Context: an optimization exercise on an open-source flow, tuned for small area. The choices shown serve that exercise and are no tape-out recipe.
In this exercise RTL edits were held to simulation tests only and were not proved equivalent to the original.
Power and IR drop assume default switching activity.

==> config.mk <==
export PLATFORM = sky130hd
export DESIGN_NAME = ov5640_cfg
export DESIGN_NICKNAME = ov5640_cfg
export VERILOG_FILES = /design/flow/design.v
export SDC_FILE = /design/flow/constraint.sdc
export NUM_CORES = 4
export LEC_CHECK = 0
export CAP_MARGIN = 10
export CORE_MARGIN = 2
export CORE_UTILIZATION = 25
export CTS_BUF_LIST = sky130_fd_sc_hd__clkbuf_8
export GPL_TIMING_DRIVEN = 0
export PLACE_DENSITY = 0.45
export SLEW_MARGIN = 10
export SYNTH_MEMORY_MAX_BITS = 65536
==> constraint.sdc <==
create_clock -name core_clock -period 10.0 [get_ports {sysclk}]
set_input_delay 2.0000 -clock core_clock [delete_from_list [all_inputs] [get_ports {sysclk}]]
set_output_delay 2.0000 -clock core_clock [all_outputs]
set_load 0.01 [all_outputs]
==> design.v <==
`timescale 1ns/1ns
module ov5640_sccb(
    input                   sysclk      ,    
    input                   rst_n       ,
    input                   run         ,    
    input                   tbit        ,    
    output      [ 4:0]      sel         ,
    output                  nxt         ,
    output reg  [ 7:0]      rd_data     ,
    output reg              cmos_sclk   ,
    input                   cmos_sdat_in ,
    output                  cmos_sdat_out,
    output                  cmos_sdat_oe
);
reg         [1:0]           byt ;
reg         [3:0]           bc  ;
reg                         h   ;
reg                         sdat;    
reg         [1:0]           byt_n;   
reg         [3:0]           bc_n ;
reg                         h_n  ;
wire        tail    = bc[3] & (bc[2] | bc[1] | bc[0]);    
wire        ack     = bc[3] & ~(bc[2] | bc[1] | bc[0]);   
wire        tail_n  = bc_n[3] & (bc_n[2] | bc_n[1] | bc_n[0]);
assign sel = {byt_n, bc_n[2:0]};
assign nxt = byt[1] & byt[0] & (bc == 4'd10);
always @(*) begin
    byt_n = byt;
    bc_n  = bc;
    h_n   = h;
    if (tail) begin
        {byt_n, bc_n} = {byt, bc} + {5'd0, run};
        h_n           = (bc == 4'd14);
    end else begin
        h_n = ~h;
        if (h) begin
            if (ack && byt != 2'd3) begin
                byt_n = byt + 2'd1;
                bc_n  = 4'd0;
            end else begin
                bc_n  = bc + 4'd1;
            end
        end
    end
end
always @(posedge sysclk or negedge rst_n) begin
    if (rst_n == 1'b0) begin
        byt  <= 2'd3;
        bc   <= 4'd11;
        h    <= 1'b0;
        sdat <= 1'b1;
    end else begin
        byt  <= byt_n;
        bc   <= bc_n;
        h    <= h_n;
        sdat <= tail_n ? ~(bc_n[0] & (bc_n[1] ~^ bc_n[2])) : tbit;
    end
end
assign cmos_sdat_out = sdat;
assign cmos_sdat_oe  = ~ack;
always @(negedge sysclk or negedge rst_n) begin
    if (rst_n == 1'b0)
        cmos_sclk <= 1'b1;
    else
        cmos_sclk <= ~h;
end
always @(posedge sysclk or negedge rst_n) begin
    if (rst_n == 1'b0)
        rd_data <= 8'd0;
    else if (ack && !h)
        rd_data <= {rd_data[6:0], cmos_sdat_in};
end
endmodule
`timescale 1ns/1ns
module ov5640_cfg(
    input                   sysclk          ,
    input                   rst_n           ,
    output                  cmos_sclk       ,
    input                   cmos_sdat_in    ,
    output                  cmos_sdat_out   ,
    output                  cmos_sdat_oe    ,
    output                  cfg_done        ,
    output      [7:0]       rd_data
);
localparam          CFG_REG_NUM =   304 ;
reg     [ 8:0]      addr    ;    
wire    [ 4:0]      sel     ;    
wire                nxt     ;    
wire                tbit    ;
assign cfg_done = addr[8] & addr[5] & addr[4];
always @(posedge sysclk or negedge rst_n) begin
    if (rst_n == 1'b0)
        addr <= 9'd0;
    else if (nxt == 1'b1)
        addr <= addr + 9'd1;
end
ov5640_sccb u_ov5640_sccb(
    .sysclk         ( sysclk        ),
    .rst_n          ( rst_n         ),
    .run            ( ~cfg_done     ),
    .tbit           ( tbit          ),
    .sel            ( sel           ),
    .nxt            ( nxt           ),
    .rd_data        ( rd_data       ),
    .cmos_sclk      ( cmos_sclk     ),
    .cmos_sdat_in   ( cmos_sdat_in  ),
    .cmos_sdat_out  ( cmos_sdat_out ),
    .cmos_sdat_oe   ( cmos_sdat_oe  )
);
reg     [23:0]      w;
wire    [31:0]      word = {8'h78, w};
assign tbit = word[~sel];
always @(*) begin
    case (addr)
    9'd0  : w = {16'h3103, 8'h11};
    9'd1  : w = {16'h3008, 8'h82};
    9'd2  : w = {16'h3008, 8'h42};
    9'd3  : w = {16'h3103, 8'h03};
    9'd4  : w = {16'h3017, 8'hff};
    9'd5  : w = {16'h3018, 8'hff};
    9'd6  : w = {16'h3034, 8'h1a};
    9'd7  : w = {16'h3037, 8'h13};
    9'd8  : w = {16'h3108, 8'h01};
    9'd9  : w = {16'h3630, 8'h36};
    9'd10 : w = {16'h3631, 8'h0e};
    9'd11 : w = {16'h3632, 8'he2};
    9'd12 : w = {16'h3633, 8'h12};
    9'd13 : w = {16'h3621, 8'he0};
    9'd14 : w = {16'h3704, 8'ha0};
    9'd15 : w = {16'h3703, 8'h5a};
    9'd16 : w = {16'h3715, 8'h78};
    9'd17 : w = {16'h3717, 8'h01};
    9'd18 : w = {16'h370b, 8'h60};
    9'd19 : w = {16'h3705, 8'h1a};
    9'd20 : w = {16'h3905, 8'h02};
    9'd21 : w = {16'h3906, 8'h10};
    9'd22 : w = {16'h3901, 8'h0a};
    9'd23 : w = {16'h3731, 8'h12};
    9'd24 : w = {16'h3600, 8'h08};
    9'd25 : w = {16'h3601, 8'h33};
    9'd26 : w = {16'h302d, 8'h60};
    9'd27 : w = {16'h3620, 8'h52};
    9'd28 : w = {16'h371b, 8'h20};
    9'd29 : w = {16'h471c, 8'h50};
    9'd30 : w = {16'h3a13, 8'h43};
    9'd31 : w = {16'h3a18, 8'h00};
    9'd32 : w = {16'h3a19, 8'hf8};
    9'd33 : w = {16'h3635, 8'h13};
    9'd34 : w = {16'h3636, 8'h03};
    9'd35 : w = {16'h3634, 8'h40};
    9'd36 : w = {16'h3622, 8'h01};
    9'd37 : w = {16'h3c01, 8'h34};
    9'd38 : w = {16'h3c04, 8'h28};
    9'd39 : w = {16'h3c05, 8'h98};
    9'd40 : w = {16'h3c06, 8'h00};
    9'd41 : w = {16'h3c07, 8'h08};
    9'd42 : w = {16'h3c08, 8'h00};
    9'd43 : w = {16'h3c09, 8'h1c};
    9'd44 : w = {16'h3c0a, 8'h9c};
    9'd45 : w = {16'h3c0b, 8'h40};
    9'd46 : w = {16'h3810, 8'h00};
    9'd47 : w = {16'h3811, 8'h10};
    9'd48 : w = {16'h3812, 8'h00};
    9'd49 : w = {16'h3708, 8'h64};
    9'd50 : w = {16'h4001, 8'h02};
    9'd51 : w = {16'h4005, 8'h1a};
    9'd52 : w = {16'h3000, 8'h00};
    9'd53 : w = {16'h3004, 8'hff};
    9'd54 : w = {16'h300e, 8'h58};
    9'd55 : w = {16'h302e, 8'h00};
    9'd56 : w = {16'h4300, 8'h61};
    9'd57 : w = {16'h501f, 8'h01};
    9'd58 : w = {16'h440e, 8'h00};
    9'd59 : w = {16'h5000, 8'ha7};
    9'd60 : w = {16'h3a0f, 8'h30};
    9'd61 : w = {16'h3a10, 8'h28};
    9'd62 : w = {16'h3a1b, 8'h30};
    9'd63 : w = {16'h3a1e, 8'h26};
    9'd64 : w = {16'h3a11, 8'h60};
    9'd65 : w = {16'h3a1f, 8'h14};
    9'd66 : w = {16'h5800, 8'h23};
    9'd67 : w = {16'h5801, 8'h14};
    9'd68 : w = {16'h5802, 8'h0f};
    9'd69 : w = {16'h5803, 8'h0f};
    9'd70 : w = {16'h5804, 8'h12};
    9'd71 : w = {16'h5805, 8'h26};
    9'd72 : w = {16'h5806, 8'h0c};
    9'd73 : w = {16'h5807, 8'h08};
    9'd74 : w = {16'h5808, 8'h05};
    9'd75 : w = {16'h5809, 8'h05};
    9'd76 : w = {16'h580a, 8'h08};
    9'd77 : w = {16'h580b, 8'h0d};
    9'd78 : w = {16'h580c, 8'h08};
    9'd79 : w = {16'h580d, 8'h03};
    9'd80 : w = {16'h580e, 8'h00};
    9'd81 : w = {16'h580f, 8'h00};
    9'd82 : w = {16'h5810, 8'h03};
    9'd83 : w = {16'h5811, 8'h09};
    9'd84 : w = {16'h5812, 8'h07};
    9'd85 : w = {16'h5813, 8'h03};
    9'd86 : w = {16'h5814, 8'h00};
    9'd87 : w = {16'h5815, 8'h01};
    9'd88 : w = {16'h5816, 8'h03};
    9'd89 : w = {16'h5817, 8'h08};
    9'd90 : w = {16'h5818, 8'h0d};
    9'd91 : w = {16'h5819, 8'h08};
    9'd92 : w = {16'h581a, 8'h05};
    9'd93 : w = {16'h581b, 8'h06};
    9'd94 : w = {16'h581c, 8'h08};
    9'd95 : w = {16'h581d, 8'h0e};
    9'd96 : w = {16'h581e, 8'h29};
    9'd97 : w = {16'h581f, 8'h17};
    9'd98 : w = {16'h5820, 8'h11};
    9'd99 : w = {16'h5821, 8'h11};
    9'd100: w = {16'h5822, 8'h15};
    9'd101: w = {16'h5823, 8'h28};
    9'd102: w = {16'h5824, 8'h46};
    9'd103: w = {16'h5825, 8'h26};
    9'd104: w = {16'h5826, 8'h08};
    9'd105: w = {16'h5827, 8'h26};
    9'd106: w = {16'h5828, 8'h64};
    9'd107: w = {16'h5829, 8'h26};
    9'd108: w = {16'h582a, 8'h24};
    9'd109: w = {16'h582b, 8'h22};
    9'd110: w = {16'h582c, 8'h24};
    9'd111: w = {16'h582d, 8'h24};
    9'd112: w = {16'h582e, 8'h06};
    9'd113: w = {16'h582f, 8'h22};
    9'd114: w = {16'h5830, 8'h40};
    9'd115: w = {16'h5831, 8'h42};
    9'd116: w = {16'h5832, 8'h24};
    9'd117: w = {16'h5833, 8'h26};
    9'd118: w = {16'h5834, 8'h24};
    9'd119: w = {16'h5835, 8'h22};
    9'd120: w = {16'h5836, 8'h22};
    9'd121: w = {16'h5837, 8'h26};
    9'd122: w = {16'h5838, 8'h44};
    9'd123: w = {16'h5839, 8'h24};
    9'd124: w = {16'h583a, 8'h26};
    9'd125: w = {16'h583b, 8'h28};
    9'd126: w = {16'h583c, 8'h42};
    9'd127: w = {16'h583d, 8'hce};
    9'd128: w = {16'h5180, 8'hff};
    9'd129: w = {16'h5181, 8'hf2};
    9'd130: w = {16'h5182, 8'h00};
    9'd131: w = {16'h5183, 8'h14};
    9'd132: w = {16'h5184, 8'h25};
    9'd133: w = {16'h5185, 8'h24};
    9'd134: w = {16'h5186, 8'h09};
    9'd135: w = {16'h5187, 8'h09};
    9'd136: w = {16'h5188, 8'h09};
    9'd137: w = {16'h5189, 8'h75};
    9'd138: w = {16'h518a, 8'h54};
    9'd139: w = {16'h518b, 8'he0};
    9'd140: w = {16'h518c, 8'hb2};
    9'd141: w = {16'h518d, 8'h42};
    9'd142: w = {16'h518e, 8'h3d};
    9'd143: w = {16'h518f, 8'h56};
    9'd144: w = {16'h5190, 8'h46};
    9'd145: w = {16'h5191, 8'hf8};
    9'd146: w = {16'h5192, 8'h04};
    9'd147: w = {16'h5193, 8'h70};
    9'd148: w = {16'h5194, 8'hf0};
    9'd149: w = {16'h5195, 8'hf0};
    9'd150: w = {16'h5196, 8'h03};
    9'd151: w = {16'h5197, 8'h01};
    9'd152: w = {16'h5198, 8'h04};
    9'd153: w = {16'h5199, 8'h12};
    9'd154: w = {16'h519a, 8'h04};
    9'd155: w = {16'h519b, 8'h00};
    9'd156: w = {16'h519c, 8'h06};
    9'd157: w = {16'h519d, 8'h82};
    9'd158: w = {16'h519e, 8'h38};
    9'd159: w = {16'h5480, 8'h01};
    9'd160: w = {16'h5481, 8'h08};
    9'd161: w = {16'h5482, 8'h14};
    9'd162: w = {16'h5483, 8'h28};
    9'd163: w = {16'h5484, 8'h51};
    9'd164: w = {16'h5485, 8'h65};
    9'd165: w = {16'h5486, 8'h71};
    9'd166: w = {16'h5487, 8'h7d};
    9'd167: w = {16'h5488, 8'h87};
    9'd168: w = {16'h5489, 8'h91};
    9'd169: w = {16'h548a, 8'h9a};
    9'd170: w = {16'h548b, 8'haa};
    9'd171: w = {16'h548c, 8'hb8};
    9'd172: w = {16'h548d, 8'hcd};
    9'd173: w = {16'h548e, 8'hdd};
    9'd174: w = {16'h548f, 8'hea};
    9'd175: w = {16'h5490, 8'h1d};
    9'd176: w = {16'h5381, 8'h1e};
    9'd177: w = {16'h5382, 8'h5b};
    9'd178: w = {16'h5383, 8'h08};
    9'd179: w = {16'h5384, 8'h0a};
    9'd180: w = {16'h5385, 8'h7e};
    9'd181: w = {16'h5386, 8'h88};
    9'd182: w = {16'h5387, 8'h7c};
    9'd183: w = {16'h5388, 8'h6c};
    9'd184: w = {16'h5389, 8'h10};
    9'd185: w = {16'h538a, 8'h01};
    9'd186: w = {16'h538b, 8'h98};
    9'd187: w = {16'h5580, 8'h06};
    9'd188: w = {16'h5583, 8'h40};
    9'd189: w = {16'h5584, 8'h10};
    9'd190: w = {16'h5589, 8'h10};
    9'd191: w = {16'h558a, 8'h00};
    9'd192: w = {16'h558b, 8'hf8};
    9'd193: w = {16'h501d, 8'h40};
    9'd194: w = {16'h5300, 8'h08};
    9'd195: w = {16'h5301, 8'h30};
    9'd196: w = {16'h5302, 8'h10};
    9'd197: w = {16'h5303, 8'h00};
    9'd198: w = {16'h5304, 8'h08};
    9'd199: w = {16'h5305, 8'h30};
    9'd200: w = {16'h5306, 8'h08};
    9'd201: w = {16'h5307, 8'h16};
    9'd202: w = {16'h5309, 8'h08};
    9'd203: w = {16'h530a, 8'h30};
    9'd204: w = {16'h530b, 8'h04};
    9'd205: w = {16'h530c, 8'h06};
    9'd206: w = {16'h5025, 8'h00};
    9'd207: w = {16'h3008, 8'h02};
    9'd208: w = {16'h3035, 8'h11};
    9'd209: w = {16'h3036, 8'h46};
    9'd210: w = {16'h3c07, 8'h08};
    9'd211: w = {16'h3820, 8'h41};
    9'd212: w = {16'h3821, 8'h07};
    9'd213: w = {16'h3814, 8'h31};
    9'd214: w = {16'h3815, 8'h31};
    9'd215: w = {16'h3800, 8'h00};
    9'd216: w = {16'h3801, 8'h00};
    9'd217: w = {16'h3802, 8'h00};
    9'd218: w = {16'h3803, 8'h04};
    9'd219: w = {16'h3804, 8'h0a};
    9'd220: w = {16'h3805, 8'h3f};
    9'd221: w = {16'h3806, 8'h07};
    9'd222: w = {16'h3807, 8'h9b};
    9'd223: w = {16'h3808, 8'h03};
    9'd224: w = {16'h3809, 8'h20};
    9'd225: w = {16'h380a, 8'h02};
    9'd226: w = {16'h380b, 8'h58};
    9'd227: w = {16'h380c, 8'h07};
    9'd228: w = {16'h380d, 8'h68};
    9'd229: w = {16'h380e, 8'h03};
    9'd230: w = {16'h380f, 8'hd8};
    9'd231: w = {16'h3813, 8'h06};
    9'd232: w = {16'h3618, 8'h00};
    9'd233: w = {16'h3612, 8'h29};
    9'd234: w = {16'h3709, 8'h52};
    9'd235: w = {16'h370c, 8'h03};
    9'd236: w = {16'h3a02, 8'h17};
    9'd237: w = {16'h3a03, 8'h10};
    9'd238: w = {16'h3a14, 8'h17};
    9'd239: w = {16'h3a15, 8'h10};
    9'd240: w = {16'h4004, 8'h02};
    9'd241: w = {16'h3002, 8'h1c};
    9'd242: w = {16'h3006, 8'hc3};
    9'd243: w = {16'h4713, 8'h03};
    9'd244: w = {16'h4407, 8'h04};
    9'd245: w = {16'h460b, 8'h35};
    9'd246: w = {16'h460c, 8'h22};
    9'd247: w = {16'h4837, 8'h22};
    9'd248: w = {16'h3824, 8'h02};
    9'd249: w = {16'h5001, 8'ha3};
    9'd250: w = {16'h3503, 8'h00};
    9'd251: w = {16'h3035, 8'h21};
    9'd252: w = {16'h3036, 8'h69};
    9'd253: w = {16'h3c07, 8'h07};
    9'd254: w = {16'h3820, 8'h47};
    9'd255: w = {16'h3821, 8'h07};
    9'd256: w = {16'h3814, 8'h31};
    9'd257: w = {16'h3815, 8'h31};
    9'd258: w = {16'h3800, 8'h00};
    9'd259: w = {16'h3801, 8'h00};
    9'd260: w = {16'h3802, 8'h00};
    9'd261: w = {16'h3803, 8'hfa};
    9'd262: w = {16'h3804, 8'h0a};
    9'd263: w = {16'h3805, 8'h3f};
    9'd264: w = {16'h3806, 8'h06};
    9'd265: w = {16'h3807, 8'ha9};
    9'd266: w = {16'h3808, 8'h04};
    9'd267: w = {16'h3809, 8'h00};
    9'd268: w = {16'h380a, 8'h02};
    9'd269: w = {16'h380b, 8'hd0};
    9'd270: w = {16'h380c, 8'h07};
    9'd271: w = {16'h380d, 8'h64};
    9'd272: w = {16'h380e, 8'h02};
    9'd273: w = {16'h380f, 8'he4};
    9'd274: w = {16'h3813, 8'h04};
    9'd275: w = {16'h3618, 8'h00};
    9'd276: w = {16'h3612, 8'h29};
    9'd277: w = {16'h3709, 8'h52};
    9'd278: w = {16'h370c, 8'h03};
    9'd279: w = {16'h3a02, 8'h02};
    9'd280: w = {16'h3a03, 8'he0};
    9'd281: w = {16'h3a08, 8'h00};
    9'd282: w = {16'h3a09, 8'h6f};
    9'd283: w = {16'h3a0a, 8'h00};
    9'd284: w = {16'h3a0b, 8'h5c};
    9'd285: w = {16'h3a0e, 8'h06};
    9'd286: w = {16'h3a0d, 8'h08};
    9'd287: w = {16'h3a14, 8'h02};
    9'd288: w = {16'h3a15, 8'he0};
    9'd289: w = {16'h4004, 8'h02};
    9'd290: w = {16'h3002, 8'h1c};
    9'd291: w = {16'h3006, 8'hc3};
    9'd292: w = {16'h4713, 8'h03};
    9'd293: w = {16'h4407, 8'h04};
    9'd294: w = {16'h460b, 8'h37};
    9'd295: w = {16'h460c, 8'h20};
    9'd296: w = {16'h4837, 8'h16};
    9'd297: w = {16'h3824, 8'h04};
    9'd298: w = {16'h5001, 8'h83};
    9'd299: w = {16'h3503, 8'h00};
    9'd300: w = {16'h3016, 8'h02};
    9'd301: w = {16'h3b07, 8'h0a};
    9'd302: w = {16'h3b00, 8'h83};
    9'd303: w = {16'h3b00, 8'h00};
    default: w = 24'bx;
    endcase
end
endmodule
==> flow/run.sh <==
#!/bin/bash
# Own flow: the standard layout, except for two things.
# 1. Synthesis maps the logic with area-oriented ABC scripts (flow/area1..4.abc) instead of
#    ORFS's speed script: it is run once per script, each in a folder of its own, and the
#    run with the smallest cell area is kept as the synthesis of the layout. Everything else
#    in synthesis (and so every register, its name and cell) is the standard one.
# 2. Port buffers use sky130_fd_sc_hd__buf_2.
set -euo pipefail
W=$(pwd)
for k in 1 2 3 4; do
  # ORFS's synth.tcl with the ABC script swapped after synth_preamble.tcl has set abc_args
  sed "s#^source \$::env(SCRIPTS_DIR)/synth_preamble.tcl#&\nset abc_args [lreplace \$abc_args 1 1 $W/flow/area$k.abc]#" \
    "$FLOW_HOME/scripts/synth.tcl" > "$W/synth_area$k.tcl"
  grep -q "flow/area$k.abc" "$W/synth_area$k.tcl"
  # The standard flow's synthesis script, sourcing the modified synth.tcl
  sed "s#source \$::env(SCRIPTS_DIR)/synth.tcl#source $W/synth_area$k.tcl#" \
    "$W/synth_recipe.tcl" > "$W/synth_recipe_area$k.tcl"
  grep -q "synth_area$k.tcl" "$W/synth_recipe_area$k.tcl"
  # standard.sh with its own ORFS work folder
  sed "s#WORK_HOME=$W/orfs #WORK_HOME=$W/orfs_$k #" standard.sh > "$W/standard_$k.sh"
  grep -q "WORK_HOME=$W/orfs_$k " "$W/standard_$k.sh"
  bash "$W/standard_$k.sh" synth SYNTH_SCRIPT="$W/synth_recipe_area$k.tcl" > "$W/synth_$k.log" 2>&1 &
done
wait
best=""; best_area=""
for k in 1 2 3 4; do
  rpt=$(ls "$W"/orfs_$k/reports/*/ov5640_cfg/base/synth_stat.txt 2>/dev/null || true)
  [[ -n "$rpt" && -f "$(ls "$W"/orfs_$k/results/*/ov5640_cfg/base/1_synth.odb 2>/dev/null)" ]] || continue
  grep -q "flow/area$k.abc" "$W"/orfs_$k/logs/*/ov5640_cfg/base/1_2_yosys.log || continue
  a=$(grep "Chip area for module" "$rpt" | awk '{print $NF}')
  echo "synthesis $k: area $a" >> "$W/synth_choice.log"
  if [[ -z "$best" ]] || awk -v a="$a" -v b="$best_area" 'BEGIN{exit !(a < b)}'; then best=$k; best_area=$a; fi
done
[[ -n "$best" ]]
echo "kept synthesis $best ($best_area)" >> "$W/synth_choice.log"
cp -a "$W/orfs_$best" "$W/orfs"
# ports get the small buf_2 as their buffer instead of clkdlybuf4s50_1
bash standard.sh finish "BUFFER_PORTS_ARGS=-buffer_cell sky130_fd_sc_hd__buf_2" > "$W/layout.log" 2>&1
==> flow/area1.abc <==
strash
&get -n
&deepsyn -T 120
&put
dch -f
map -a
strash
dch -f
map -a
topo
==> flow/area2.abc <==
strash
dch -f
map -a
strash
dch -f
map -a
strash
dch -f
map -a
strash
dch -f
map -a
strash
dch -f
map -a
strash
dch -f
map -a
topo
==> flow/area3.abc <==
strash
&get -n
&deepsyn -T 120 -S 7
&put
dch -f
map -a
strash
dch -f
map -a
topo
==> flow/area4.abc <==
strash
dch -f
map -a
mfs
strash
dch -f
map -a
mfs
strash
dch -f
map -a
topo
==> standard.sh <==
#!/bin/bash
# synth_recipe.tcl (not shown) runs the flow's synth.tcl, then flattens the netlist and writes it again
# the make line also repeats each setting of config.mk as NAME=value (left out here)
make -C /OpenROAD-flow-scripts/flow DESIGN_CONFIG=/design/flow/config.mk WORK_HOME=/design/flow/orfs CLKGATE_MAP_FILE= SYNTH_SCRIPT=/design/flow/synth_recipe.tcl "${@:-finish}"
==> results.txt, run 1 <==
* Status: finished clean
* Avg Inst Size Synth at ~5.8 um2
* Pleak at 1.96 nW
* Critical Path Max Stage Delay at roughly 500 ps
* Critical path capture point type: primary output
* Syn Nets at 919
* CTS Root Cell: clkbuf_8
* Pwr dens at around 31 nW/um2
* Hold Path Class: reg -> reg
* Layout Nets at around 940
* Top-count cell post-synth: nor2_1
* Layout fillers at between 2,000 and 2,500
* Mapped Cells at 884
* Slew HR at 0.162
* Die area at 21,800 um2
* Cts bufs inserted at 3
* Congestion Overflow GR at 0
* GRT met1 Usage at 0.516
* Min-delay src: u_ov5640_sccb.rd_data[5]
* EDFF count, synth at 0
* Final WS setup at just over 2000 ps
* Combinational power share at 0.019
* Synth cell types at 35
* CTS Sinks at 26
* Number of setup buffers added after CTS at 0
* Max IR drop VDD at 0.0476 mV
* Worst Skew at 52.3 ps
* Final antenna-violating net count at 0
* Residual DRC at 0
* Final setup viols at 0
* GRT Resource Usage Total at 0.412
* CTS Hold Bufs at 0
* Area leader, netlist: nor2_1
* Synth Register Bits at 26
* Register area share after synthesis at 0.128
* Row cnt at 52
* Initial antenna violation count at 1
* Clock Path Buffers at 2
* Measured slew at the worst slew-check pin at roughly 1300 ps
* Synth async-reset ratio at 1.00
* Yosys top cell area share at 0.151
* Width of the die at roughly 150 um
* Top post-synthesis cells by area: nor2_1, dfrtp_1, clkinv_1, a21oi_1, o21ai_0
* Post-synth top cells: nor2_1, clkinv_1, a21oi_1, o21ai_0, nand2_1
* Pint at 0.000135 W
* Mean routed wirelength per cell at a little under 40 um
* GR peak layer: met2
* Post-placement cell count at between 1,000 and 1,500
* DR pass1 iterations at 6
* Largest net degree at the start of global routing at 34
* H-tree depth reported by CTS at 1
* Buf/Inv on CP at 1
* Critical Path Slowest Stage Cell: dfstp_2
* Data required time of the critical path at 8000 ps
* Max-cap violations at 0
* Vias/cell at ~7
* Setup TNS at 0 ps
* Hold Violations, Final at 0
* Clock slew at reported path FFs at approximately 100 ps
* First-pass GRT wire length at 62,600 um
* CORE AREA at approximately 20,000 um2
* Sw Pwr at roughly 0.000041 W
* Synth-to-Final Area Change at 10.8%
* Initial drt markers at ~1,400
* Met2 Track Usage GR at 0.597
* Top-Level Pins at 15
* Gpl congestion at 1.08
* Worst-skew pair later-pin latency at 340 ps
* Share of layout cells above drive strength 1 at 0.0485
* CP delay by family, top: flip-flops
* Cell Count, Final, Fillers Out at roughly 1,200
* Max Slew Vio Count at 0
* CTS tree: yes
* Chip Height at ~150 um
* Synthesized area at about 5200 um2
* Top FF cell, synth: dfrtp_1
* Via count at a little over 8,000
* Vias in the first global route at 7,616
* Reg-to-reg critical path startpoint: addr[5]
* Fin util at 0.282
* Crit path launch: u_ov5640_sccb.cmos_sclk
* Starting Density at 0.255
* RSZ-0062 raised after global routing: no
* Setup CP Type: reg -> out
* CP Launch Type: flip-flop
* Met3 usage at 0.125
* Routed wire length at about 46,000 um
* WP data arrival at 5950 ps
* Total number of yosys warnings at 2
* Detailed Place HPWL at between 30,000 and 40,000 um
* Cell Chain, Critical Path: buf_2
* Seq pwr share at 0.602
* Cts repair resizes at 0
* Sw frac at 0.232
* Crit Path Max Fanout at 1
* DP Worst Slack at around 2400 ps
* Clock power frac at 0.378
* Buffers on Ports at 14
[area by class of cell]
type,count,area (um2),area share
diodes,1,2.50,0.000438
flip-flops and latches,26,663,0.116
inverters,125,472,0.0825
repair buffers,19,150,0.0263
clock inverters,2,8.76,0.00153
well taps,270,338,0.0591
clock buffers,3,41.3,0.00723
multi-input cells,732,4040,0.707
[power groups by stage]
stage	Sequential, W	Clock, W	Combinational [W]
5_1_grt	0.000106	0.0000736	0.00000408
2_1_floorplan	0.000108	0.00000136	0.000000363
3_3_place_gp	0.000108	0.00000136	0.00000367
3_5_place_dp	0.000108	0.00000136	0.00000358
4_1_cts	0.000106	0.0000694	0.00000361
6_report	0.000106	0.0000666	0.00000342
[sequential cells by signal (all words and copies together), names as in the netlist]
register                 cells
u_ov5640_sccb.sdat           1
u_ov5640_sccb.cmos_sclk      1
u_ov5640_sccb.rd_data        8
u_ov5640_sccb.h              1
u_ov5640_sccb.byt            2
u_ov5640_sccb.bc             4
addr                         9
[path summary, 6_finish.rpt]
path	endpoint	slack, ps	depth (start not counted)
max	cmos_sclk	2050	1
min	u_ov5640_sccb.rd_data[6]	530	2
max reg2reg	u_ov5640_sccb.sdat	2330	13
min reg2reg	u_ov5640_sccb.rd_data[6]	530	2
max in group asynchronous	u_ov5640_sccb.cmos_sclk	2940	1
min in group asynchronous	u_ov5640_sccb.h	1710	1
[per-stage QoR]
stage	instance area (um2)	hold slack [ps]	power (W)
finish	5710	525	0.000176
global route	5710	553	0.000184
detailed placement	5660	506	0.000113
global placement	5570	494	0.000113
CTS	5710	530	0.000179
floorplan	5160	506	0.000110
[cell usage in the layout, fill, tap and decap left out, types with 6 or more instances in the layout]
master     netlist  routed
nor2_1         207     202
clkinv_1       126     124
o21ai_0         82      82
a21oi_1         82      82
nand2_1         77      77
nand3_1         48      48
ha_1            32      32
nor3_1          27      27
a31oi_1         20      20
o22ai_1         17      17
dfrtp_1         19      16
o211ai_1        15      15
o2111ai_1       15      15
buf_2            0      14
nor4_1          13      13
a221oi_1        11      11
o221ai_1        10      10
a211oi_1        10      10
nand4_1          9       9
a22oi_1          8       8
o32ai_1          7       7
dfstp_2          7       7
xor2_1           6       6
a32oi_1          6       6
o311ai_0         6       6
[routing by layer]
layer,part of all wire,vias to the layer above
met5,0.00026,-
met4,0.093,2
met3,0.13,232
met2,0.40,811
met1,0.37,3928
li1,-,3274
[cell families after synthesis]
kind of cell / Yosys count / synth area share
buffers and inverters: 126 / 0.0917
muxes: 3 / 0.00631
DFF: 26 / 0.128
AOI/OAI and AO/OA: 308 / 0.377
adders and majority gates: 32 / 0.0776
and+or+nand+nor: 382 / 0.307
xor gates and xnor gates: 7 / 0.0119
==> run 2: changes to the inputs <==
==> flow/area1.abc (replaced) <==
strash
&get -n
&deepsyn -T 120
&put
&get -n
&dch -f
&nf -R 1000 -p -F 8 -A 8 -C 32
&put
strash
&get -n
&dch -f
&nf -R 1000 -p -F 8 -A 8 -C 32
&put
strash
&get -n
&dch -f
&nf -R 1000 -p -F 8 -A 8 -C 32
&put
topo
==> flow/area2.abc (replaced) <==
strash
&get -n
&deepsyn -T 120 -S 3
&put
&get -n
&dch -f
&nf -R 1000 -p -F 8 -A 8 -C 32
&put
strash
&get -n
&dch -f
&nf -R 1000 -p -F 8 -A 8 -C 32
&put
strash
&get -n
&dch -f
&nf -R 1000 -p -F 8 -A 8 -C 32
&put
topo
==> flow/area3.abc (replaced) <==
strash
&get -n
&deepsyn -T 120 -S 1
&put
&get -n
&dch -f
&nf -R 1000 -p -F 8 -A 8 -C 32
&put
strash
&get -n
&dch -f
&nf -R 1000 -p -F 8 -A 8 -C 32
&put
strash
&get -n
&dch -f
&nf -R 1000 -p -F 8 -A 8 -C 32
&put
topo
==> flow/area4.abc (replaced) <==
strash
&get -n
&deepsyn -T 120
&put
dch -f
map -a
strash
dch -f
map -a
topo
==> run 2 against run 1 <==
Compared with the run above:
- via count fell by 2.8%
- final area fell by 1.3%
- flip-flop and latch count did not move
- first-iteration DRC count rose by 13%
- largest cell class unchanged
- non-clock buffer count rose by 2
- register-to-register slack improved by 980 ps
- clock skew rose by 0.73 ps
- critical path type unchanged
- routed wire length fell by 12%
- sequential power barely moved
- still clean on timing, DRC and antenna
==> results.txt, run 2 <==
* Status: finished clean
* Cts bufs inserted at 3
* Post-placement cell count at about 1,100
* Highest-count cells in the layout ignoring fill and taps: nand2_1, o21ai_0, a21oi_1, nor2_1
* Flop-to-flop setup slack at 3310 ps
* Top post-synthesis cells by area: dfrtp_1, o21ai_0, nand2_1, a21oi_1, ha_1
* Final antenna-violating net count at 0
* Vias in the first global route at around 7,600
* Synth-to-Final Area Change at 11.9%
* Max reg flops at 9
* Top-count cell post-synth: nand2_1
* Most flops, register: addr
* Initial antenna violation count at 0
* Reg-to-reg critical path startpoint: addr[1]
* Largest family of logic cells by synthesized area: compound AO/OA/AOI/OAI gates
* Layout Nets at 833
* Yosys top cell area share at 0.0943
* CTS Sinks at 26
* Vias/cell at between 7 and 8
* Measured slew at the worst slew-check pin at roughly 1400 ps
* Detailed Place HPWL at 28,200 um
* Placed inst area at around 5600 um2
* GRT Resource Usage Total at 0.368
* Max Slew Vio Count at 0
* Buf/Inv on CP at 1
* Synth cell types at between 50 and 60
* Critical Path Slowest Stage Cell: dfstp_2
* Clock slew at reported path FFs at 90 ps
* Final setup viols at 0
* Critical Path Stages at 1
* Worst-skew pair later-pin latency at 330 ps
* Commonest non-fill, non-tap cell in the layout: nand2_1
* Largest net degree at the start of global routing at 75
* Synth async-reset ratio at 1.00
* Worst Skew at 53.0 ps
* RSZ-0062 raised after global routing: no
* Top FF cell, synth: dfrtp_1
* DR pass1 iterations at 9
* Initial drt markers at around 1,600
* Area leader, netlist: dfrtp_1
* Register area share after synthesis at 0.131
* Clock Path Buffers at 2
* Data required time of the critical path at ~8000 ps
* Worst R2R End: u_ov5640_sccb.sdat
* Critical path capture point type: primary output
* Number of cells on the worst reg-to-reg path at 13
* Hold Path Class: reg -> reg
* Max IR drop VDD at ~0.046 mV
* Cell Chain, Critical Path: buf_2
* H-tree depth reported by CTS at 1
* Max-cap violations at 0
* Worst Hold Path Cells at 1
* CP Launch Type: flip-flop
* Wire length on met2 at approximately 16,000 um
* Slew HR at 0.0981
* Uppermost layer routed: met4
* Post-synth top cells: nand2_1, o21ai_0, a21oi_1, nor2_1
* Row cnt at 51
* Cell Count, Final, Fillers Out at between 1,000 and 1,500
* Congestion Overflow GR at 0
* Width of the die at about 150 um
* Synthesized area at about 5000 um2
* Via count at between 8,000 and 9,000
* Total power at between 0.00015 and 0.0002 W
* First-pass GRT wire length at roughly 57,000 um
* Critical Path Max Stage Delay at 500 ps
* Setup TNS at 0 ps
* Post-Synth Simple-Gate Area at 0.293
* Residual DRC at 0
* Min-delay src: u_ov5640_sccb.rd_data[7]
* Pwr dens at 30.6 nW/um2
* Post-route cell area at 5640 um2
* WP data arrival at just under 6000 ps
* Mean routed wirelength per cell at 38.1 um
* Routed wire length at approximately 40,000 um
* CTS tree: yes
* Buffers on Ports at 14
* Cts repair resizes at 0
* Hold Violations, Final at 0
* Die area at 21,300 um2
* Post-synthesis mux area share at 0.0199
* Crit Path Max Fanout at 1
* Met3 WL at ~5500 um
* Avg Inst Size Synth at around 6.5 um2
* Syn Nets at roughly 810
* Share of layout cells above drive strength 1 at 0.0540
* DRT met1 WL at approximately 15,000 um
* Synth Register Bits at 26
* Synth Area in Compound Gates at 0.446
* Hold Path Sink: u_ov5640_sccb.rd_data[7]
* Pleak at approximately 1.9 nW
* Chip Height at roughly 150 um
* Starting Density at 0.256
* CTS Hold Bufs at 0
* Total number of yosys warnings at 2
* Adder and majority cell fraction of the synthesized area at 0.0794
* Gpl congestion at 1.07
* CORE AREA at between 15,000 and 20,000 um2
* Setup CP Type: reg -> out
* Top-Level Pins at 15
* Final hold slack at approximately 500 ps
* CP delay by family, top: flip-flops
* EDFF count, synth at 0
* CTS Root Cell: clkbuf_8
* Layout fillers at 2,324
* Mapped Cells at just under 800
* Post-Synth XOR/XNOR Area at 0.0174
* Largest registers: addr (9), u_ov5640_sccb.rd_data (8), u_ov5640_sccb.bc (4)
* Number of setup buffers added after CTS at 0
-- run 2: cell count changes after synthesis, sizes merged, moves of 8 or more --
| cell | previous run | this run |
|---|---|---|
| o2111ai | 15 | 7 |
| nand3 | 48 | 32 |
| clkinv | 126 | 19 |
| nand2 | 77 | 117 |
| nand2b | 0 | 12 |
| nor2 | 207 | 86 |
| nor2b | 0 | 9 |
-- run 2: cells by family (layout without fill, tap and decap cells) --
group	count (synthesis)	count (layout)
AO/OA/AOI/OAI	350	350
XOR/XNOR	10	10
other	0	1
buffers and inverters	19	44
adder cells (fa/ha/maj)	32	32
AND/OR/NAND/NOR	326	326
multiplexers	9	9
flip-flops	26	26
-- run 2: stage by stage --
stage | worst slack (ps) | util
finish | 2060 | 0.287
global route | 2020 | 0.287
CTS | 2050 | 0.287
detailed placement | 2400 | 0.285
global placement | 1490 | 0.277
floorplan | 2480 | -
-- run 2: layout make-up --
class | count | area [um2] | area share
inverters | 18 | 67.6 | 0.0120
diodes | 1 | 2.50 | 0.000444
multi-input cells | 727 | 4330 | 0.768
clock buffers | 3 | 41.3 | 0.00732
repair buffers | 21 | 190 | 0.0337
flip-flops and latches | 26 | 667 | 0.118
clock inverters | 2 | 8.76 | 0.00155
well taps | 265 | 332 | 0.0588
-- run 2: power by group --
part	switching, W	internal, W
registers	0.000000257	0.000106
clock network	0.0000348	0.0000285
logic	0.00000247	0.000000754
-- run 2: worst max path at each step --
stage | from | end
final | u_ov5640_sccb.cmos_sclk | cmos_sclk
after global routing | u_ov5640_sccb.cmos_sclk | cmos_sclk
after CTS | u_ov5640_sccb.cmos_sclk | cmos_sclk
after detailed placement | u_ov5640_sccb.cmos_sclk | cmos_sclk
after global placement | addr[5] | u_ov5640_sccb.sdat
after floorplan | u_ov5640_sccb.cmos_sclk | cmos_sclk
-- run 2: per-layer routing --
metal	up-vias	GRT usage
met4	0	0.261
met3	266	0.113
met1	3785	0.457
met2	843	0.538
li1	3118	-
met5	-	0
==> run 3: changes to the inputs <==
--- a/flow/area1.abc
+++ b/flow/area1.abc
@@ -2,3 +2,3 @@
 &get -n
-&deepsyn -T 120
+&deepsyn -T 300
 &put
--- a/flow/area2.abc
+++ b/flow/area2.abc
@@ -2,3 +2,3 @@
 &get -n
-&deepsyn -T 120 -S 3
+&deepsyn -T 300 -S 3
 &put
--- a/flow/area3.abc
+++ b/flow/area3.abc
@@ -2,3 +2,3 @@
 &get -n
-&deepsyn -T 120 -S 1
+&deepsyn -T 300 -S 1
 &put
==> flow/area4.abc (replaced) <==
strash
&get -n
&deepsyn -T 300 -S 5
&put
&get -n
&dch -f
&nf -R 1000 -p -F 8 -A 8 -C 32
&put
strash
&get -n
&dch -f
&nf -R 1000 -p -F 8 -A 8 -C 32
&put
strash
&get -n
&dch -f
&nf -R 1000 -p -F 8 -A 8 -C 32
&put
topo
--- a/config.mk
+++ b/config.mk
@@ -13,3 +13,3 @@
 export PLACE_DENSITY = 0.45
-export SLEW_MARGIN = 10
+export SLEW_MARGIN = 0
 export SYNTH_MEMORY_MAX_BITS = 65536
==> run 3 against run 2 <==
Compared with the run above:
- still clean on timing, DRC and antenna
- register-to-register slack got worse by 340 ps
- sequential share of layout area is 0.11 points lower
- sequential power barely moved
- critical path type unchanged
==> results.txt, run 3 <==
* Syn Nets at roughly 810
* Largest net degree at the start of global routing at 44
* CTS Sinks at 26
* CP Launch Type: flip-flop
* Synth-to-Final Area Change at 13.4%
* Avg Inst Size Synth at ~6.5 um2
* Vias/cell at about 7.5
* Pwr dens at 30.6 nW/um2
* Storage element area at approximately 660 um2
* Largest registers: addr (9), u_ov5640_sccb.rd_data (8), u_ov5640_sccb.bc (4)
* RSZ-0062 raised after global routing: no
* Synth Register Bits at 26
* Hold Path Class: reg -> reg
* Max-cap violations at 0
* CP delay by family, top: flip-flops
* Post-synth top cells: nand2_1, a21oi_1, nor2_1
* Mean routed wirelength per cell at around 38 um
* Max IR drop VDD at around 0.034 mV
* Synth cell types at 48
* Sw frac at 0.222
* Mapped Cells at slightly below 800
* Status: finished clean
* Number of setup buffers added after CTS at 0
* Buffers on Ports at 14
* Total number of yosys warnings at 2
* Seq pwr share at 0.611
* Cts bufs inserted at 3
* Initial antenna violation count at 0
* Pint at between 0.0001 and 0.00015 W
* Crit Path Max Fanout at 1
* Data required time of the critical path at 8000 ps
* Detailed Place HPWL at about 28,000 um
* GRT Resource Usage Total at 0.367
* DP Worst Slack at ~2400 ps
* Most flops, register: addr
* Layout Nets at 838
* First-pass GRT wire length at approximately 56,000 um
* Clock power frac at 0.371
* CTS Hold Bufs at 0
* Max Slew Vio Count at 0
* Top-count cell post-synth: nand2_1
* EDFF count, synth at 0
* DR pass1 iterations at 6
* Routed wire length at ~40,000 um
* Combinational power share at 0.019
* Layout fillers at around 2,300
* Final antenna-violating net count at 0
* Multi-input gate area at about 4300 um2
* Width of the die at 145 um
* Final setup viols at 0
* ANT cells at 0
* Worst-skew pair later-pin latency at about 330 ps
* Max reg flops at 9
* CORE AREA at 19,500 um2
* Setup TNS at 0 ps
* Critical Path Max Stage Delay at roughly 500 ps
* Setup CP Type: reg -> out
* Slew HR at 0.0472
* Commonest non-fill, non-tap cell in the layout: nand2_1
* Highest-count cells in the layout ignoring fill and taps: nand2_1, a21oi_1, nor2_1, o21ai_0
* Adder and majority cell fraction of the synthesized area at 0.0800
* Synth Area in Compound Gates at 0.462
* Top post-synthesis cells by area: a21oi_1, dfrtp_1, o21ai_0, nand2_1, ha_1
* Row cnt at just over 50
* Clock slew at reported path FFs at ~90 ps
* Critical Path Slowest Stage Cell: dfstp_2
* Clock Path Buffers at 2
* Gpl congestion at between 1 and 1.5
* WP data arrival at approximately 6000 ps
* Hold Violations, Final at 0
* Post-Synth XOR/XNOR Area at 0.0175
* Cell Chain, Critical Path: buf_2
* Congestion Overflow GR at 0
* Register area share after synthesis at 0.132
* Fin util at 0.290
* Top FF cell, synth: dfrtp_1
* Measured slew at the worst slew-check pin at 1430 ps
* Cts repair resizes at 0
* CTS Root Cell: clkbuf_8
* Flop-to-flop setup slack at between 2000 and 3000 ps
* Pleak at 1.91 nW
* Critical path capture point type: primary output
* Initial drt markers at about 1,700
* Final WS setup at 2060 ps
* Vias in the first global route at roughly 7,500
* Die area at around 21,000 um2
* Largest family of logic cells by synthesized area: compound AO/OA/AOI/OAI gates
* Area leader, netlist: a21oi_1
* Synth async-reset ratio at 1.00
* Buf/Inv on CP at 1
* Sw Pwr at just under 0.00004 W
* Share of layout cells above drive strength 1 at 0.0561
* Post-synthesis mux area share at 0.0220
* Chip Height at 145 um
* Starting Density at 0.256
* Worst Skew at roughly 55 ps
* Yosys top cell area share at 0.101
* Residual DRC at 0
* H-tree depth reported by CTS at 1
* Via count at 8,054
* Synthesized area at between 5000 and 6000 um2
* Top-Level Pins at 15
* Post-Synth Simple-Gate Area at 0.270
* CTS tree: yes
-- run 3: cell types whose count changed in the layout (fill, tap and decap cells not counted), moves of 7 or more --
cell / previous run / this run
a21oi_1: 86 / 101
nor2_1: 81 / 92
nand4_1: 10 / 3
o311ai_0: 11 / 4
nand2b_1: 12 / 4
nand2_1: 116 / 107
a221oi_1: 6 / 19
o221ai_1: 6 / 15
-- run 3: layer usage --
layer  up-vias  wire length [um]  global-route usage  part of all wire
met3       238              5770               0.114              0.14
li1       3125                 -                   -                 -
met1      3828             14700               0.453              0.36
met5         -                 0                   0                 0
met4         0              3530               0.242             0.087
met2       863             16600               0.550              0.41
-- run 3: cells by family (layout without fill, tap and decap cells) --
kind of cell / count (synthesis) / count (layout)
XOR/XNOR: 10 / 10
multiplexers: 10 / 10
flip-flops: 26 / 26
AO/OA/AOI/OAI: 366 / 366
buffers and inverters: 23 / 51
adder cells (fa/ha/maj): 32 / 32
AND/OR/NAND/NOR: 307 / 307
-- run 3: power by group through the flow --
stage | clock (W) | combinational (W) | sequential (W)
6_report | 0.0000643 | 0.00000322 | 0.000106
5_1_grt | 0.0000738 | 0.00000377 | 0.000106
3_3_place_gp | 0.00000136 | 0.00000346 | 0.000108
2_1_floorplan | 0.00000136 | 0.000000271 | 0.000108
4_1_cts | 0.0000689 | 0.00000350 | 0.000106
3_5_place_dp | 0.00000136 | 0.00000350 | 0.000108
-- run 3: final cells by class --
type,count,share of cell area
clock buffers,3,0.00728
repair buffers,24,0.0468
multi-input cells,725,0.754
flip-flops and latches,26,0.117
clock inverters,2,0.00154
inverters,22,0.0146
well taps,265,0.0585
-- run 3: metrics by stage --
step / total power (W) / instances / cell area [um2] / hold slack (ps)
after floorplan: 0.000110 / 774 / 5000 / 515
after global placement: 0.000113 / 1053 / 5410 / 469
after detailed placement: 0.000113 / 1062 / 5610 / 473
after CTS: 0.000178 / 1066 / 5660 / 494
after global routing: 0.000184 / 1067 / 5670 / 528
final: 0.000173 / 1067 / 5670 / 487
-- run 3: worst paths after layout --
path                                           from                        to  depth (start not counted)
max                         u_ov5640_sccb.cmos_sclk                 cmos_sclk                          1
min                        u_ov5640_sccb.rd_data[7]  u_ov5640_sccb.rd_data[7]                          1
max reg2reg                                 addr[1]        u_ov5640_sccb.sdat                         14
min reg2reg                u_ov5640_sccb.rd_data[7]  u_ov5640_sccb.rd_data[7]                          1
max in group asynchronous                     rst_n   u_ov5640_sccb.cmos_sclk                          1
min in group asynchronous                     rst_n  u_ov5640_sccb.rd_data[3]                          1
==> run 4: changes to the inputs <==
--- a/flow/run.sh
+++ b/flow/run.sh
@@ -6,3 +6,4 @@
 #    in synthesis (and so every register, its name and cell) is the standard one.
-# 2. Port buffers use sky130_fd_sc_hd__buf_2.
+# 2. Flip-flops that drive many loads get a stronger drive strength (flow/upsize.py).
+# 3. Port buffers use sky130_fd_sc_hd__buf_2.
 set -euo pipefail
@@ -36,2 +37,5 @@
 cp -a "$W/orfs_$best" "$W/orfs"
+# flip-flops with many loads get a stronger drive strength of the same cell; make then
+# rebuilds 1_synth.odb from the edited netlist
+python3 "$W/flow/upsize.py" "$(ls "$W"/orfs/results/*/ov5640_cfg/base/1_2_yosys.v)" > "$W/upsize.log" 2>&1
 # ports get the small buf_2 as their buffer instead of clkdlybuf4s50_1
==> flow/upsize.py (new file) <==
#!/usr/bin/env python3
"""Give the flip-flops that drive many loads a stronger drive strength of the same cell
(dfrtp_1 -> dfrtp_2 / dfrtp_4, dfstp_2 -> dfstp_4), so that the layout needs fewer slew
buffers. Edits the synthesized netlist in place; only the cells' drive strengths change."""
import re
import sys

path = sys.argv[1]
src = open(path).read()
inst_re = re.compile(r'^(\s*)(sky130_fd_sc_hd__\w+)(\s+)(\S+)(\s*\()(.*?)\);', re.S | re.M)
outputs = {'X', 'Y', 'Q', 'Q_N', 'SUM', 'COUT', 'HI', 'LO'}
loads = {}
insts = []
for m in inst_re.finditer(src):
    pins = re.findall(r'\.(\w+)\(([^()]*)\)', m.group(6))
    insts.append((m, pins))
    for p, n in pins:
        n = n.strip()
        if p not in outputs and n:
            loads[n] = loads.get(n, 0) + 1
bigger = {
    'sky130_fd_sc_hd__dfrtp_1': [(28, 'sky130_fd_sc_hd__dfrtp_4'), (14, 'sky130_fd_sc_hd__dfrtp_2')],
    'sky130_fd_sc_hd__dfstp_2': [(28, 'sky130_fd_sc_hd__dfstp_4')],
}
out = []
last = 0
changed = 0
for m, pins in insts:
    cell = m.group(2)
    if cell not in bigger:
        continue
    q = [n.strip() for p, n in pins if p == 'Q']
    if not q:
        continue
    fo = loads.get(q[0], 0)
    for limit, new in bigger[cell]:
        if fo >= limit:
            out.append(src[last:m.start(2)])
            out.append(new)
            last = m.end(2)
            changed += 1
            print(f'{m.group(4)}: {cell} -> {new} ({fo} loads)')
            break
out.append(src[last:])
open(path, 'w').write(''.join(out))
print(f'{changed} flip-flops upsized')
--- a/config.mk
+++ b/config.mk
@@ -13,3 +13,3 @@
 export PLACE_DENSITY = 0.45
-export SLEW_MARGIN = 0
+export SLEW_MARGIN = 10
 export SYNTH_MEMORY_MAX_BITS = 65536
==> run 4 against run 3 <==
Compared with the run above:
- critical path depth is the same
- non-clock buffer count shrank 6
- first-iteration DRC count grew 8.0%
- clock power is essentially flat
- sequential power is essentially flat
- critical path type unchanged
- die area grew 0.46%
- global-route usage shrank 0.89 points
- utilization shrank 0.56 points
- register-to-register slack gained 330 ps
- clock skew shrank 0.79 ps
- still clean on timing, DRC and antenna
- largest power group unchanged
- clock-buffer cell count is the same
- area after synthesis grew 0.48%
==> results.txt, run 4 <==
* CTS Sinks at 26
* CP delay by family, top: flip-flops
* Cts repair resizes at 0
* Largest net degree at the start of global routing at 61
* Max Slew Vio Count at 0
* Most flops, register: addr
* Initial antenna violation count at 6
* Vias in the first global route at between 7,000 and 8,000
* Synth Register Bits at 26
* Cell Count, Final, Fillers Out at 1,062
* Status: finished clean
* Critical path capture point type: primary output
* Avg Inst Size Synth at 6.50 um2
* Vias/cell at ~7.5
* Top post-synthesis cells by area: a21oi_1, dfrtp_1, o21ai_0, nand2_1, ha_1
* Max IR drop VDD at between 0.03 and 0.04 mV
* Mean routed wirelength per cell at 37.5 um
* Starting Density at 0.257
* Top-count cell post-synth: nand2_1
* Congestion Overflow GR at 0
* Largest registers: addr (9), u_ov5640_sccb.rd_data (8), u_ov5640_sccb.bc (4)
* Total number of yosys warnings at 2
* Clock Path Buffers at 2
* Commonest non-fill, non-tap cell in the layout: nand2_1
* Register area share after synthesis at 0.132
* Post-placement cell count at roughly 1,100
* Data required time of the critical path at 8000 ps
* Detailed Place HPWL at 26,800 um
* DR pass1 iterations at 18
* Routed wire length at ~40,000 um
* Multi-input gate area at about 4300 um2
* Synth async-reset ratio at 1.00
* Buffers on Ports at 14
* Synth cell types at 48
* CTS tree: yes
* Max reg flops at 9
* Pwr dens at roughly 31 nW/um2
* Synth-to-Final Area Change at 11.0%
* Setup CP Type: reg -> out
* Initial drt markers at about 1,800
* CTS Root Cell: clkbuf_8
* Yosys top cell area share at 0.101
* Via count at about 8,000
* Critical Path Max Stage Delay at around 500 ps
* Share of layout cells above drive strength 1 at 0.0578
* Hold Path Class: reg -> reg
* Buf/Inv on CP at 1
* Cell Chain, Critical Path: buf_2
* Row cnt at slightly above 50
* Synthesized area at between 5000 and 6000 um2
* Hold Violations, Final at 0
* H-tree depth reported by CTS at 1
* GRT Resource Usage Total at 0.358
* Critical Path Slowest Stage Cell: dfstp_2
* Top-Level Pins at 15
* Slew HR at 0.0798
* Layout fillers at 2,296
* Final WS setup at 2070 ps
* EDFF count, synth at 0
* Layout Nets at 832
* Worst-skew pair later-pin latency at 320 ps
* Final setup viols at 0
* Cts bufs inserted at 3
* Top FF cell, synth: dfrtp_1
* Area leader, netlist: a21oi_1
* Clock slew at reported path FFs at ~90 ps
* Final antenna-violating net count at 0
* RSZ-0062 raised after global routing: no
* Post-synth top cells: nand2_1, a21oi_1, nor2_1
* CORE AREA at 19,600 um2
* CP Launch Type: flip-flop
* Worst Skew at 53.9 ps
* Setup TNS at 0 ps
* Gpl congestion at 1.06
* Total power at about 0.00017 W
* Syn Nets at 809
* Highest-count cells in the layout ignoring fill and taps: nand2_1, a21oi_1, o21ai_0, nor2_1
* Crit Path Max Fanout at 1
* Number of setup buffers added after CTS at 0
* DP Worst Slack at about 2400 ps
* Residual DRC at 0
* Width of the die at roughly 150 um
* Chip Height at 146 um
* CTS Hold Bufs at 0
* YS chip area at 5000 um2
* Measured slew at the worst slew-check pin at approximately 1400 ps
* WP data arrival at roughly 5900 ps
* Storage element area at 683 um2
* Die area at approximately 21,000 um2
* Max-cap violations at 0
* Pleak at 1.85 nW
* Mapped Cells at slightly below 800
* First-pass GRT wire length at approximately 56,000 um
-- run 4: through the flow --
step                      cell area, um2  utilization  hold WS [ps]
after floorplan                     5030            -           515
after global placement              5430        0.277           465
after detailed placement            5530        0.282           470
after CTS                           5580        0.285           491
after global routing                5580        0.285           506
final                               5580        0.285           485
-- run 4: final cells by class --
type                            instances  area share
Multi-Input combinational cell        725       0.768
Sequential cell                        26       0.122
Tap cell                              265      0.0594
Timing Repair Buffer                   18      0.0256
Inverter                               22      0.0148
Clock buffer                            3     0.00740
Clock inverter                          2     0.00157
Antenna cell                            1    0.000448
-- run 4: routing by layer --
metal  global-route usage  part of all wire  routed length (um)  vias up
met2                0.517              0.40               15800      878
met1                0.440              0.36               14100     3743
met3                0.131              0.15                5950      271
met5                    0            0.0017                  69        -
li1                     -                 -                   -     3111
met4                0.249             0.096                3830        6
-- run 4: worst paths after layout --
check | from | endpoint | slack [ps] | cells after the start
max in group asynchronous | rst_n | u_ov5640_sccb.cmos_sclk | 2940 | 1
min | u_ov5640_sccb.rd_data[7] | u_ov5640_sccb.rd_data[7] | 490 | 1
min reg2reg | u_ov5640_sccb.rd_data[7] | u_ov5640_sccb.rd_data[7] | 490 | 1
min in group asynchronous | rst_n | u_ov5640_sccb.rd_data[3] | 1710 | 1
max reg2reg | addr[3] | u_ov5640_sccb.sdat | 3300 | 12
max | u_ov5640_sccb.cmos_sclk | cmos_sclk | 2070 | 1
-- run 4: where the power goes --
group | switching [W] | total (W) | leakage (nW) | internal, W
sequential | 0.000000264 | 0.000106 | 0.308 | 0.000106
combinational | 0.00000252 | 0.00000328 | 1.51 | 0.000000758
clock | 0.0000356 | 0.0000642 | 0.0271 | 0.0000285
-- run 4: cell families after synthesis --
group,after synthesis,synth area share
mux,10,0.0220
xor+xnor,10,0.0175
flops,26,0.132
simple gates,307,0.270
fa+ha+maj,32,0.0800
compound gates,366,0.462
buf+inv,23,0.0173
==> run 5: changes to the inputs <==
--- a/flow/run.sh
+++ b/flow/run.sh
@@ -6,3 +6,3 @@
 #    in synthesis (and so every register, its name and cell) is the standard one.
-# 2. Flip-flops that drive many loads get a stronger drive strength (flow/upsize.py).
+# 2. Cells that drive many loads get a stronger drive strength (flow/upsize.py).
 # 3. Port buffers use sky130_fd_sc_hd__buf_2.
@@ -37,3 +37,3 @@
 cp -a "$W/orfs_$best" "$W/orfs"
-# flip-flops with many loads get a stronger drive strength of the same cell; make then
+# cells with many loads get a stronger drive strength of the same cell; make then
 # rebuilds 1_synth.odb from the edited netlist
==> flow/cells.txt (new file) <==
a2111o_1
a2111o_2
a2111o_4
a2111oi_0
a2111oi_1
a2111oi_2
a2111oi_4
a211o_1
a211o_2
a211o_4
a211oi_1
a211oi_2
a211oi_4
a21bo_1
a21bo_2
a21bo_4
a21boi_0
a21boi_1
a21boi_2
a21boi_4
a21o_1
a21o_2
a21o_4
a21oi_1
a21oi_2
a21oi_4
a221o_1
a221o_2
a221o_4
a221oi_1
a221oi_2
a221oi_4
a222oi_1
a22o_1
a22o_2
a22o_4
a22oi_1
a22oi_2
a22oi_4
a2bb2o_1
a2bb2o_2
a2bb2o_4
a2bb2oi_1
a2bb2oi_2
a2bb2oi_4
a311o_1
a311o_2
a311o_4
a311oi_1
a311oi_2
a311oi_4
a31o_1
a31o_2
a31o_4
a31oi_1
a31oi_2
a31oi_4
a32o_1
a32o_2
a32o_4
a32oi_1
a32oi_2
a32oi_4
a41o_1
a41o_2
a41o_4
a41oi_1
a41oi_2
a41oi_4
and2_0
and2_1
and2_2
and2_4
and2b_1
and2b_2
and2b_4
and3_1
and3_2
and3_4
and3b_1
and3b_2
and3b_4
and4_1
and4_2
and4_4
and4b_1
and4b_2
and4b_4
and4bb_1
and4bb_2
and4bb_4
buf_1
buf_12
buf_16
buf_2
buf_4
buf_6
buf_8
bufbuf_16
bufbuf_8
bufinv_16
bufinv_8
clkbuf_1
clkbuf_16
clkbuf_2
clkbuf_4
clkbuf_8
clkdlybuf4s15_1
clkdlybuf4s15_2
clkdlybuf4s18_1
clkdlybuf4s18_2
clkdlybuf4s25_1
clkdlybuf4s25_2
clkdlybuf4s50_1
clkdlybuf4s50_2
clkinv_1
clkinv_16
clkinv_2
clkinv_4
clkinv_8
clkinvlp_2
clkinvlp_4
conb_1
decap_12
decap_3
decap_4
decap_6
decap_8
dfbbn_1
dfbbn_2
dfbbp_1
dfrbp_1
dfrbp_2
dfrtn_1
dfrtp_1
dfrtp_2
dfrtp_4
dfsbp_1
dfsbp_2
dfstp_1
dfstp_2
dfstp_4
dfxbp_1
dfxbp_2
dfxtp_1
dfxtp_2
dfxtp_4
diode_2
dlclkp_1
dlclkp_2
dlclkp_4
dlrbn_1
dlrbn_2
dlrbp_1
dlrbp_2
dlrtn_1
dlrtn_2
dlrtn_4
dlrtp_1
dlrtp_2
dlrtp_4
dlxbn_1
dlxbn_2
dlxbp_1
dlxtn_1
dlxtn_2
dlxtn_4
dlxtp_1
dlygate4sd1_1
dlygate4sd2_1
dlygate4sd3_1
dlymetal6s2s_1
dlymetal6s4s_1
dlymetal6s6s_1
ebufn_1
ebufn_2
ebufn_4
ebufn_8
edfxbp_1
edfxtp_1
einvn_0
einvn_1
einvn_2
einvn_4
einvn_8
einvp_1
einvp_2
einvp_4
einvp_8
fa_1
fa_2
fa_4
fah_1
fahcin_1
fahcon_1
ha_1
ha_2
ha_4
inv_1
inv_12
inv_16
inv_2
inv_4
inv_6
inv_8
macro_sparecell
maj3_1
maj3_2
maj3_4
mux2_1
mux2_2
mux2_4
mux2_8
mux2i_1
mux2i_2
mux2i_4
mux4_1
mux4_2
mux4_4
nand2_1
nand2_2
nand2_4
nand2_8
nand2b_1
nand2b_2
nand2b_4
nand3_1
nand3_2
nand3_4
nand3b_1
nand3b_2
nand3b_4
nand4_1
nand4_2
nand4_4
nand4b_1
nand4b_2
nand4b_4
nand4bb_1
nand4bb_2
nand4bb_4
nor2_1
nor2_2
nor2_4
nor2_8
nor2b_1
nor2b_2
nor2b_4
nor3_1
nor3_2
nor3_4
nor3b_1
nor3b_2
nor3b_4
nor4_1
nor4_2
nor4_4
nor4b_1
nor4b_2
nor4b_4
nor4bb_1
nor4bb_2
nor4bb_4
o2111a_1
o2111a_2
o2111a_4
o2111ai_1
o2111ai_2
o2111ai_4
o211a_1
o211a_2
o211a_4
o211ai_1
o211ai_2
o211ai_4
o21a_1
o21a_2
o21a_4
o21ai_0
o21ai_1
o21ai_2
o21ai_4
o21ba_1
o21ba_2
o21ba_4
o21bai_1
o21bai_2
o21bai_4
o221a_1
o221a_2
o221a_4
o221ai_1
o221ai_2
o221ai_4
o22a_1
o22a_2
o22a_4
o22ai_1
o22ai_2
o22ai_4
o2bb2a_1
o2bb2a_2
o2bb2a_4
o2bb2ai_1
o2bb2ai_2
o2bb2ai_4
o311a_1
o311a_2
o311a_4
o311ai_0
o311ai_1
o311ai_2
o311ai_4
o31a_1
o31a_2
o31a_4
o31ai_1
o31ai_2
o31ai_4
o32a_1
o32a_2
o32a_4
o32ai_1
o32ai_2
o32ai_4
o41a_1
o41a_2
o41a_4
o41ai_1
o41ai_2
o41ai_4
or2_0
or2_1
or2_2
or2_4
or2b_1
or2b_2
or2b_4
or3_1
or3_2
or3_4
or3b_1
or3b_2
or3b_4
or4_1
or4_2
or4_4
or4b_1
or4b_2
or4b_4
or4bb_1
or4bb_2
or4bb_4
sdfbbn_1
sdfbbn_2
sdfbbp_1
sdfrbp_1
sdfrbp_2
sdfrtn_1
sdfrtp_1
sdfrtp_2
sdfrtp_4
sdfsbp_1
sdfsbp_2
sdfstp_1
sdfstp_2
sdfstp_4
sdfxbp_1
sdfxbp_2
sdfxtp_1
sdfxtp_2
sdfxtp_4
sdlclkp_1
sdlclkp_2
sdlclkp_4
sedfxbp_1
sedfxbp_2
sedfxtp_1
sedfxtp_2
sedfxtp_4
xnor2_1
xnor2_2
xnor2_4
xnor3_1
xnor3_2
xnor3_4
xor2_1
xor2_2
xor2_4
xor3_1
xor3_2
xor3_4
==> flow/upsize.py (replaced) <==
#!/usr/bin/env python3
"""Give cells that drive many loads a stronger drive strength of the same cell (nor2_1 ->
nor2_2 / nor2_4, dfrtp_1 -> dfrtp_2 / dfrtp_4, ...), so that the layout needs fewer and
smaller slew buffers. Edits the synthesized netlist in place; only drive strengths change,
so every register keeps its name and cell type. flow/cells.txt lists the library's cells."""
import os
import re
import sys

path = sys.argv[1]
here = os.path.dirname(os.path.abspath(__file__))
lib = set(open(os.path.join(here, 'cells.txt')).read().split())
src = open(path).read()
inst_re = re.compile(r'^(\s*)(sky130_fd_sc_hd__\w+)(\s+)(\S+)(\s*\()(.*?)\);', re.S | re.M)
outputs = {'X', 'Y', 'Q', 'Q_N', 'SUM', 'COUT', 'HI', 'LO'}
loads = {}
insts = []
for m in inst_re.finditer(src):
    pins = re.findall(r'\.(\w+)\(([^()]*)\)', m.group(6))
    insts.append((m, pins))
    for p, n in pins:
        n = n.strip()
        if p not in outputs and n:
            loads[n] = loads.get(n, 0) + 1


def stronger(cell, fo):
    """The cell of the same function with the drive strength for fo loads, or None."""
    base, _, size = cell.rpartition('_')
    if not size.isdigit() or base.startswith('sky130_fd_sc_hd__ha') or base.startswith('sky130_fd_sc_hd__fa'):
        return None
    want = 4 if fo >= 26 else 2 if fo >= 14 else 0
    if want <= int(size):
        return None
    name = base.replace('sky130_fd_sc_hd__', '')
    for s in (want, 2):
        if s > int(size) and f'{name}_{s}' in lib:
            return f'{base}_{s}'
    return None


out = []
last = 0
changed = 0
for m, pins in insts:
    cell = m.group(2)
    fo = max([loads.get(n.strip(), 0) for p, n in pins if p in outputs] or [0])
    new = stronger(cell, fo)
    if new is None:
        continue
    out.append(src[last:m.start(2)])
    out.append(new)
    last = m.end(2)
    changed += 1
    print(f'{m.group(4)}: {cell} -> {new} ({fo} loads)')
out.append(src[last:])
open(path, 'w').write(''.join(out))
print(f'{changed} cells upsized')
==> run 5 against run 4 <==
Compared with the run above:
- area after synthesis rose by 0.80%
- register-to-register slack better by 270 ps
- flip-flop and latch count stayed put
- global-route usage rose by 1.4 points
- clock skew grew 2.1 ps
- combinational power fell by 2%
- largest power group unchanged
==> results.txt, run 5 <==
* Status: finished clean
* Flop-to-flop setup slack at between 3000 and 4000 ps
* Max reg flops at 9
* Crit path launch: u_ov5640_sccb.cmos_sclk
* CTS tree: yes
* Mapped Cells at ~770
* Largest registers: addr (9), u_ov5640_sccb.rd_data (8), u_ov5640_sccb.bc (4)
* Number of setup buffers added after CTS at 0
* Setup TNS at 0 ps
* Vias/cell at 7.48
* Hold Violations, Final at 0
* RSZ-0062 raised after global routing: no
* Measured slew at the worst slew-check pin at around 1300 ps
* Syn Nets at around 800
* Crit Path Max Fanout at 1
* Setup crit end: cmos_sclk
* Synthesized area at 5070 um2
* Worst Skew at approximately 56 ps
* GRT Resource Usage Total at 0.372
* Clock power frac at 0.367
* DR pass1 iterations at 6
* Highest-count cells in the layout ignoring fill and taps: nand2_1, a21oi_1, nor2_1, o21ai_0
* Gpl congestion at 1.04
* Vias in the first global route at 7,570
* Critical path capture point type: primary output
* Mean routed wirelength per cell at around 39 um
* Share of layout cells above drive strength 1 at 0.0667
* Pleak at 1.84 nW
* Avg Inst Size Synth at about 6.5 um2
* Layout Nets at roughly 830
* Die area at approximately 21,000 um2
* CORE AREA at 20,000 um2
* Congestion Overflow GR at 0
* Row cnt at 52
* Commonest non-fill, non-tap cell in the layout: nand2_1
* Cts repair resizes at 0
* Clock slew at reported path FFs at 90 ps
* Critical Path Slowest Stage Cell: dfstp_2
* Max IR drop VDD at around 0.037 mV
* Critical Path Stages at 1
* Sw frac at 0.217
* Setup CP Type: reg -> out
* Layout fillers at 2,357
* CTS Hold Bufs at 0
* Initial antenna violation count at 1
* Routed wire length at ~40,000 um
* Pwr dens at 30.9 nW/um2
* CTS Sinks at 26
* Sw Pwr at 0.0000375 W
* Critical Path Max Stage Delay at 500 ps
* Slew HR at 0.143
* Width of the die at between 100 and 150 um
* Residual DRC at 0
* Storage element area at about 690 um2
* Buffers on Ports at 14
* First-pass GRT wire length at approximately 57,000 um
* Reg-to-reg critical path startpoint: addr[0]
* Cell Count, Final, Fillers Out at around 1,100
* Final setup viols at 0
* Hold Path Class: reg -> reg
* CP Launch Type: flip-flop
* CP delay by family, top: flip-flops
* Buf/Inv on CP at 1
* CTS Root Cell: clkbuf_8
* Min-delay src: u_ov5640_sccb.rd_data[7]
* Starting Density at 0.253
* Post-placement cell count at 1,060
* Multi-input gate area at 4290 um2
* Cts bufs inserted at 3
* Top-Level Pins at 15
* Via count at between 7,000 and 8,000
## run 5: layer usage
metal / vias up / track usage / wire, um
met3: 246 / 0.0981 / 5120
met5: - / 0 / 0
met1: 3835 / 0.474 / 15500
met4: 0 / 0.242 / 3660
met2: 796 / 0.555 / 16900
li1: 3114 / - / -
## run 5: power by group through the flow
stage           Clock (W)  Combinational [W]  Sequential (W)
2_1_floorplan  0.00000136        0.000000271        0.000108
3_3_place_gp   0.00000136         0.00000343        0.000108
3_5_place_dp   0.00000136         0.00000343        0.000108
4_1_cts         0.0000667         0.00000344        0.000106
5_1_grt         0.0000709         0.00000371        0.000106
6_report        0.0000633         0.00000320        0.000106
## run 5: worst reg2reg max path: stages, from the launching register on
cell and delay [ps]:
dfrtp_2 800, clkinv_1 740, ha_1 1270, nand2_1 300, nor2_1 850, a21oi_1 320
a32oi_1 310, o211ai_1 140, o211ai_1 140, a31oi_1 160, o311ai_0 620, nand3_1 240
o21ai_0 150, a222oi_1 130, a31oi_1 180
## run 5: worst min-delay path by stage
stage	end	slack, ps	depth (start not counted)
global route	u_ov5640_sccb.rd_data[7]	530	1
detailed placement	u_ov5640_sccb.rd_data[7]	470	1
CTS	u_ov5640_sccb.rd_data[7]	490	1
finish	u_ov5640_sccb.rd_data[7]	480	1
global placement	u_ov5640_sccb.rd_data[7]	460	1
floorplan	u_ov5640_sccb.byt[1]	520	2
## run 5: stage by stage
step           instance area (um2)  hold slack, ps  worst slack [ps]
2_1_floorplan                 5070             515              2480
3_3_place_gp                  5480             465              2390
3_5_place_dp                  5520             471              2380
4_1_cts                       5570             493              2040
5_1_grt                       5580             534              2020
6_report                      5580             485              2050
## run 5: final cells by class
cell class | count | share of cell area
tap | 270 | 0.0605
clock buffer | 3 | 0.00739
sequential | 26 | 0.123
timing repair buffer | 17 | 0.0215
multi-input combinational | 725 | 0.769
antenna | 3 | 0.00134
clock inverter | 2 | 0.00157
inverter | 22 | 0.0161
